From an optimization exercise on the open Yosys and OpenROAD flow, aimed at small area; shortcuts taken in it are not production practice. Only simulation tests tie the RTL to the original design; equivalence was not proved. Power is estimated from default activity; no workload was simulated.

==> quartz: inputs <==
Design vga_stats_display, start of the top module:
module vga_stats_display(
	input clk,
	input rst,
	input [3:0] data_trans,
	input [3:0] data_recev,
	input [15:0] received1,
	input [15:0] received2,
	input [15:0] received3,
	input [15:0] received4,
	input [15:0] transmitted1,
	input [15:0] transmitted2,
	input [15:0] transmitted3,
	input [15:0] transmitted4,
	input [10:0] drop1,
	input [10:0] drop2,
	input [10:0] drop3,
	input [10:0] drop4,
	input [2:0] count1,
	input [2:0] count2,
	input [2:0] count3,
	input [2:0] count4,
	input [11:0] buffer1,
	input [11:0] buffer2,
	input [11:0] buffer3,
	input [11:0] buffer4,
	output [7:0] RED,
	output [7:0] GREEN,
	output [7:0] BLUE,
	output HSYNC,
	output VSYNC
);
	wire [9:0] x, y;
	wire show;
	wire [2:0] pixel;
	Vga vg(.pixelClock(clk), .reset(rst), .HSYNC(HSYNC), .VSYNC(VSYNC),
		.x(x), .y(y), .show(show));
	Renderer rend(.clk(clk), .x(x), .y(y), .data_trans(data_trans), .data_recev(data_recev),
		.received1(received1), .received2(received2), .received3(received3), .received4(received4),
		.transmitted1(transmitted1), .transmitted2(transmitted2), .transmitted3(transmitted3), .transmitted4(transmitted4),
		.drop1(drop1), .drop2(drop2), .drop3(drop3), .drop4(drop4),
		.count1(count1), .count2(count2), .count3(count3), .count4(count4),
		.buffer1(buffer1), .buffer2(buffer2), .buffer3(buffer3), .buffer4(buffer4),
		.pixel(pixel));
	reg [2:0] p1, p2, p3, p4, rgb;
	always @(posedge clk) begin
		p1 <= show ? pixel : 3'b000;
		p2 <= p1;
		p3 <= p2;
		p4 <= p3;
		rgb <= p4;
	end
	assign RED = {8{rgb[2]}};
	assign GREEN = {8{rgb[1]}};
	assign BLUE = {8{rgb[0]}};
endmodule
Settings: LEC_CHECK=0, ABC_AREA=1, CAP_MARGIN=20, CORE_MARGIN=2, CORE_UTILIZATION=40, CTS_CLUSTER_DIAMETER=50, CTS_CLUSTER_SIZE=10, SLEW_MARGIN=30; clock period 40.0 ns.
standard.sh (not shown) runs the stock make flow with config.mk's settings and CLKGATE_MAP_FILE= SYNTH_SCRIPT=/design/flow/synth_recipe.tcl, a recipe that flattens the netlist after the stock synthesis.
==> flow/flow/run.sh <==
#!/bin/bash
# Own layout flow: the standard flow, except that
#  - the combinational logic of the standard synthesis is re-optimised by ABC
#    (flow/reopt.tcl); the flip-flops keep their cells and names;
#  - the port buffers are sky130_fd_sc_hd__buf_1 (every port still gets one).
# Each tool's output goes to a log file of its own in this folder.
set -euo pipefail
W=$(pwd)
R=$W/orfs/results/$FLOW_PLATFORM/vga_stats_display/base

bash standard.sh synth > $W/flow_synth.log 2>&1
cp $R/1_2_yosys.v $W/standard_netlist.v

IN=$W/standard_netlist.v OUT=$W/reopt_netlist.v ABC_T=${ABC_T:-120} \
LIB=$FLOW_HOME/platforms/$FLOW_PLATFORM/lib/sky130_fd_sc_hd__tt_025C_1v80.lib \
	yosys -c $W/flow/reopt.tcl > $W/reopt.log 2>&1

# the flip-flops must come through unchanged
diff <(grep -o 'sky130_fd_sc_hd__df[a-z0-9_]* [^ ]*' $W/standard_netlist.v | sort) \
     <(grep -o 'sky130_fd_sc_hd__df[a-z0-9_]* [^ ]*' $W/reopt_netlist.v | sort) > $W/flops_diff.log

cp $W/reopt_netlist.v $R/1_2_yosys.v
rm -f $R/1_synth.odb
bash standard.sh "BUFFER_PORTS_ARGS=-buffer_cell sky130_fd_sc_hd__buf_1" finish > $W/flow_finish.log 2>&1
==> flow/flow/reopt.tcl <==
# Re-optimises the combinational logic of the standard synthesis's netlist
# with ABC. The flip-flops stay as they are (same cells, same names: they are
# black boxes here); every other cell is read as its logic function from the liberty file and mapped
# again. Environment: IN (netlist), OUT (netlist written), LIB (liberty),
# ABC_T (seconds for ABC's deepsyn).
yosys read_liberty -ignore_miss_func $::env(LIB)
yosys read_verilog $::env(IN)
yosys hierarchy -top vga_stats_display
yosys setattr -mod -set blackbox 1 sky130_fd_sc_hd__df*
yosys stat -liberty $::env(LIB)
yosys flatten
yosys opt -purge
yosys abc -liberty $::env(LIB) -dont_use sky130_fd_sc_hd__probe_p_8 -dont_use sky130_fd_sc_hd__probec_p_8 -dont_use sky130_fd_sc_hd__lpflow_bleeder_1 -dont_use sky130_fd_sc_hd__lpflow_clkbufkapwr_1 -dont_use sky130_fd_sc_hd__lpflow_clkbufkapwr_16 -dont_use sky130_fd_sc_hd__lpflow_clkbufkapwr_2 -dont_use sky130_fd_sc_hd__lpflow_clkbufkapwr_4 -dont_use sky130_fd_sc_hd__lpflow_clkbufkapwr_8 -dont_use sky130_fd_sc_hd__lpflow_clkinvkapwr_1 -dont_use sky130_fd_sc_hd__lpflow_clkinvkapwr_16 -dont_use sky130_fd_sc_hd__lpflow_clkinvkapwr_2 -dont_use sky130_fd_sc_hd__lpflow_clkinvkapwr_4 -dont_use sky130_fd_sc_hd__lpflow_clkinvkapwr_8 -dont_use sky130_fd_sc_hd__lpflow_decapkapwr_12 -dont_use sky130_fd_sc_hd__lpflow_decapkapwr_3 -dont_use sky130_fd_sc_hd__lpflow_decapkapwr_4 -dont_use sky130_fd_sc_hd__lpflow_decapkapwr_6 -dont_use sky130_fd_sc_hd__lpflow_decapkapwr_8 -dont_use sky130_fd_sc_hd__lpflow_inputiso0n_1 -dont_use sky130_fd_sc_hd__lpflow_inputiso0p_1 -dont_use sky130_fd_sc_hd__lpflow_inputiso1n_1 -dont_use sky130_fd_sc_hd__lpflow_inputiso1p_1 -dont_use sky130_fd_sc_hd__lpflow_inputisolatch_1 -dont_use sky130_fd_sc_hd__lpflow_isobufsrc_1 -dont_use sky130_fd_sc_hd__lpflow_isobufsrc_16 -dont_use sky130_fd_sc_hd__lpflow_isobufsrc_2 -dont_use sky130_fd_sc_hd__lpflow_isobufsrc_4 -dont_use sky130_fd_sc_hd__lpflow_isobufsrc_8 -dont_use sky130_fd_sc_hd__lpflow_isobufsrckapwr_16 -dont_use sky130_fd_sc_hd__lpflow_lsbuf_lh_hl_isowell_tap_1 -dont_use sky130_fd_sc_hd__lpflow_lsbuf_lh_hl_isowell_tap_2 -dont_use sky130_fd_sc_hd__lpflow_lsbuf_lh_hl_isowell_tap_4 -dont_use sky130_fd_sc_hd__lpflow_lsbuf_lh_isowell_4 -dont_use sky130_fd_sc_hd__lpflow_lsbuf_lh_isowell_tap_1 -dont_use sky130_fd_sc_hd__lpflow_lsbuf_lh_isowell_tap_2 -dont_use sky130_fd_sc_hd__lpflow_lsbuf_lh_isowell_tap_4  -script "+strash;&get,-n;&deepsyn,-T,$::env(ABC_T);&put;strash;&get,-n;&dch,-f;&nf,-a;&put"
yosys opt_clean -purge
# the mapped cells' port directions, for the checks below
yosys read_liberty -lib -nooverwrite $::env(LIB)
yosys hilomap -singleton -hicell sky130_fd_sc_hd__conb_1 HI -locell sky130_fd_sc_hd__conb_1 LO
yosys insbuf -buf sky130_fd_sc_hd__buf_1 A X
yosys splitnets
yosys opt_clean -purge
yosys check -assert
yosys stat -liberty $::env(LIB)
yosys write_verilog -noattr -nohex -nodec $::env(OUT)
==> inputs of garnet, as changes to quartz <==
==> flow/flow/run.sh (replaced) <==
#!/bin/bash
# Own layout flow: the standard flow, except that
#  - the port buffers are sky130_fd_sc_hd__buf_1 (every port still gets one).
# Each tool's output goes to a log file of its own in this folder.
set -euo pipefail
W=$(pwd)
R=$W/orfs/results/$FLOW_PLATFORM/vga_stats_display/base
LIB=$FLOW_HOME/platforms/$FLOW_PLATFORM/lib/sky130_fd_sc_hd__tt_025C_1v80.lib

bash standard.sh synth > $W/flow_synth.log 2>&1
cp $R/1_2_yosys.v $W/standard_netlist.v

flops() { grep -o 'sky130_fd_sc_hd__df[a-z0-9_]* [^ ]*' "$1" | sort; }
flops $W/standard_netlist.v > $W/flops_standard.txt
best=""; best_area=""

# one round: re-optimise netlist $1 with seeds $3.. for $2 seconds each, in
# parallel; then keep the smallest netlist that passed its checks (the
# flip-flops come through unchanged, every cell is mapped)
round() {
	local in=$1 t=$2; shift 2
	local s f area
	for s in "$@"; do
		IN=$in OUT=$W/reopt_netlist_$s.v ABC_T=$t ABC_S=$s LIB=$LIB \
			yosys -c $W/flow/reopt.tcl > $W/reopt_$s.log 2>&1 &
	done
	wait
	for s in "$@"; do
		f=$W/reopt_netlist_$s.v
		[[ -f $f ]] || continue
		grep -q "End of script" $W/reopt_$s.log || continue
		flops $f | cmp -s - $W/flops_standard.txt || continue
		if grep -q "assign" $f; then continue; fi
		area=$(grep -i "chip area" $W/reopt_$s.log | tail -1 | awk '{print $NF}')
		echo "seed $s from $(basename $in): area $area" >> $W/reopt_choice.log
		if [[ -z $best_area ]] || awk -v a=$area -v b=$best_area 'BEGIN{exit !(a<b)}'; then
			best=$f; best_area=$area
		fi
	done
}

round $W/standard_netlist.v ${T1:-300} 1 2 3 4
round $W/standard_netlist.v ${T1:-300} 5 6 7 8
[[ -n $best ]] || { echo "no usable re-optimised netlist" >&2; exit 1; }
cp $best $W/round1_best.v
round $W/round1_best.v ${T2:-180} 11 12 13 14
echo "chosen: $best ($best_area)" >> $W/reopt_choice.log

cp $best $R/1_2_yosys.v
rm -f $R/1_synth.odb
bash standard.sh "BUFFER_PORTS_ARGS=-buffer_cell sky130_fd_sc_hd__buf_1" finish > $W/flow_finish.log 2>&1
==> flow/flow/reopt.tcl (replaced) <==
# Re-optimises the combinational logic of the standard synthesis's netlist
# with ABC. The flip-flops stay as they are (same cells, same names: they are
# black boxes here); every other cell is read as its logic function from the liberty file and mapped
# again. Environment: IN (netlist), OUT (netlist written), LIB (liberty),
# ABC_T (seconds for ABC's deepsyn), ABC_S (its random seed).
yosys read_liberty -ignore_miss_func $::env(LIB)
yosys read_verilog $::env(IN)
yosys hierarchy -top vga_stats_display
yosys setattr -mod -set blackbox 1 sky130_fd_sc_hd__df*
yosys stat -liberty $::env(LIB)
yosys flatten
yosys opt -purge
yosys abc -liberty $::env(LIB) -dont_use sky130_fd_sc_hd__probe_p_8 -dont_use sky130_fd_sc_hd__probec_p_8 -dont_use sky130_fd_sc_hd__lpflow_bleeder_1 -dont_use sky130_fd_sc_hd__lpflow_clkbufkapwr_1 -dont_use sky130_fd_sc_hd__lpflow_clkbufkapwr_16 -dont_use sky130_fd_sc_hd__lpflow_clkbufkapwr_2 -dont_use sky130_fd_sc_hd__lpflow_clkbufkapwr_4 -dont_use sky130_fd_sc_hd__lpflow_clkbufkapwr_8 -dont_use sky130_fd_sc_hd__lpflow_clkinvkapwr_1 -dont_use sky130_fd_sc_hd__lpflow_clkinvkapwr_16 -dont_use sky130_fd_sc_hd__lpflow_clkinvkapwr_2 -dont_use sky130_fd_sc_hd__lpflow_clkinvkapwr_4 -dont_use sky130_fd_sc_hd__lpflow_clkinvkapwr_8 -dont_use sky130_fd_sc_hd__lpflow_decapkapwr_12 -dont_use sky130_fd_sc_hd__lpflow_decapkapwr_3 -dont_use sky130_fd_sc_hd__lpflow_decapkapwr_4 -dont_use sky130_fd_sc_hd__lpflow_decapkapwr_6 -dont_use sky130_fd_sc_hd__lpflow_decapkapwr_8 -dont_use sky130_fd_sc_hd__lpflow_inputiso0n_1 -dont_use sky130_fd_sc_hd__lpflow_inputiso0p_1 -dont_use sky130_fd_sc_hd__lpflow_inputiso1n_1 -dont_use sky130_fd_sc_hd__lpflow_inputiso1p_1 -dont_use sky130_fd_sc_hd__lpflow_inputisolatch_1 -dont_use sky130_fd_sc_hd__lpflow_isobufsrc_1 -dont_use sky130_fd_sc_hd__lpflow_isobufsrc_16 -dont_use sky130_fd_sc_hd__lpflow_isobufsrc_2 -dont_use sky130_fd_sc_hd__lpflow_isobufsrc_4 -dont_use sky130_fd_sc_hd__lpflow_isobufsrc_8 -dont_use sky130_fd_sc_hd__lpflow_isobufsrckapwr_16 -dont_use sky130_fd_sc_hd__lpflow_lsbuf_lh_hl_isowell_tap_1 -dont_use sky130_fd_sc_hd__lpflow_lsbuf_lh_hl_isowell_tap_2 -dont_use sky130_fd_sc_hd__lpflow_lsbuf_lh_hl_isowell_tap_4 -dont_use sky130_fd_sc_hd__lpflow_lsbuf_lh_isowell_4 -dont_use sky130_fd_sc_hd__lpflow_lsbuf_lh_isowell_tap_1 -dont_use sky130_fd_sc_hd__lpflow_lsbuf_lh_isowell_tap_2 -dont_use sky130_fd_sc_hd__lpflow_lsbuf_lh_isowell_tap_4  -script "+strash;&get,-n;&deepsyn,-T,$::env(ABC_T),-S,$::env(ABC_S);&put;strash;amap"
yosys opt_clean -purge
# the mapped cells' port directions, for the checks below
yosys read_liberty -lib -nooverwrite $::env(LIB)
yosys hilomap -singleton -hicell sky130_fd_sc_hd__conb_1 HI -locell sky130_fd_sc_hd__conb_1 LO
yosys insbuf -buf sky130_fd_sc_hd__buf_1 A X
yosys splitnets
yosys opt_clean -purge
yosys check -assert
yosys stat -liberty $::env(LIB)
yosys write_verilog -noattr -nohex -nodec $::env(OUT)
==> out/summary.md <==
Summed over all nets, the switching power comes to 0.1241 mW. In the global route stage, met2 resource usage came out at 45.47%. Prior to clock tree synthesis, the placed netlist has a worst setup slack of 19080 ps. The design internal power was 0.1461 mW. The flow ran to the end and the layout has no timing, DRC or antenna violations. The amount of wire on met2 after detailed routing came out at 18.46 mm. The most numerous cell on the critical path is maj3_1. The most common cell after layout, fill and taps aside is buf_1.
(the above is from quartz)
==> out/summary.md <==
The library cell used most frequently in the layout, excluding fill and tap cells, is nor2_1. The share of the clock period used by the worst path after layout came out at 54.83%. The run gives 16.57 mm as the amount of wire on met2 after detailed routing. In this run, flip-flops and latches consume 24.3% of the power. The flow ran to the end and the layout has no timing, DRC or antenna violations. In this run the power spent charging and discharging nets is 0.1183 mW. Prior to clock tree synthesis, the placed netlist has a worst setup slack of 18220 ps.

The run gives 2 as the buffer depth of the longest clock path. Most numerous cell on the critical path: nor2_1. After layout, the clock buffer instance count stands at 6. Global routing met2 resource utilization: 55.40%.
(the above is from garnet)

## static timing again, ports no longer ideal
In the flow no input, the clock included, has a driving cell. The finished layouts below were timed again as built, in two steps.
Step 1 sets driving cells, clkbuf_16 on the clock port and buf_2 on the other inputs (assumed; they add their load-dependent delay and slew).
Step 2 moves the port delays by t, midway between the first and last clock arrival at a register: inputs arrive t later, outputs are due t later. That takes back most of the time a late clock gives input paths.
Three values: ideal ports, drivers, drivers and shift; two values: the first two.
| run | t, ns | setup WS [ns] | hold WS [ns] | worst setup path after step 2 | worst register clock-pin slew, ns |
|---|---|---|---|---|---|
| quartz | 0.331 | 19.291 / 19.301 / 18.970 | 0.330 / 0.330 / 0.330 | input to register | 0.07 / 0.07 |
| garnet | 0.336 | 18.067 / 18.085 / 17.749 | 0.329 / 0.329 / 0.329 | input to register | 0.08 / 0.08 |
After both steps setup and hold are still met in every run listed. For quartz, which loses most, drivers alone change the setup slack by +0.010 ns; drivers and shift together by -0.321 ns.
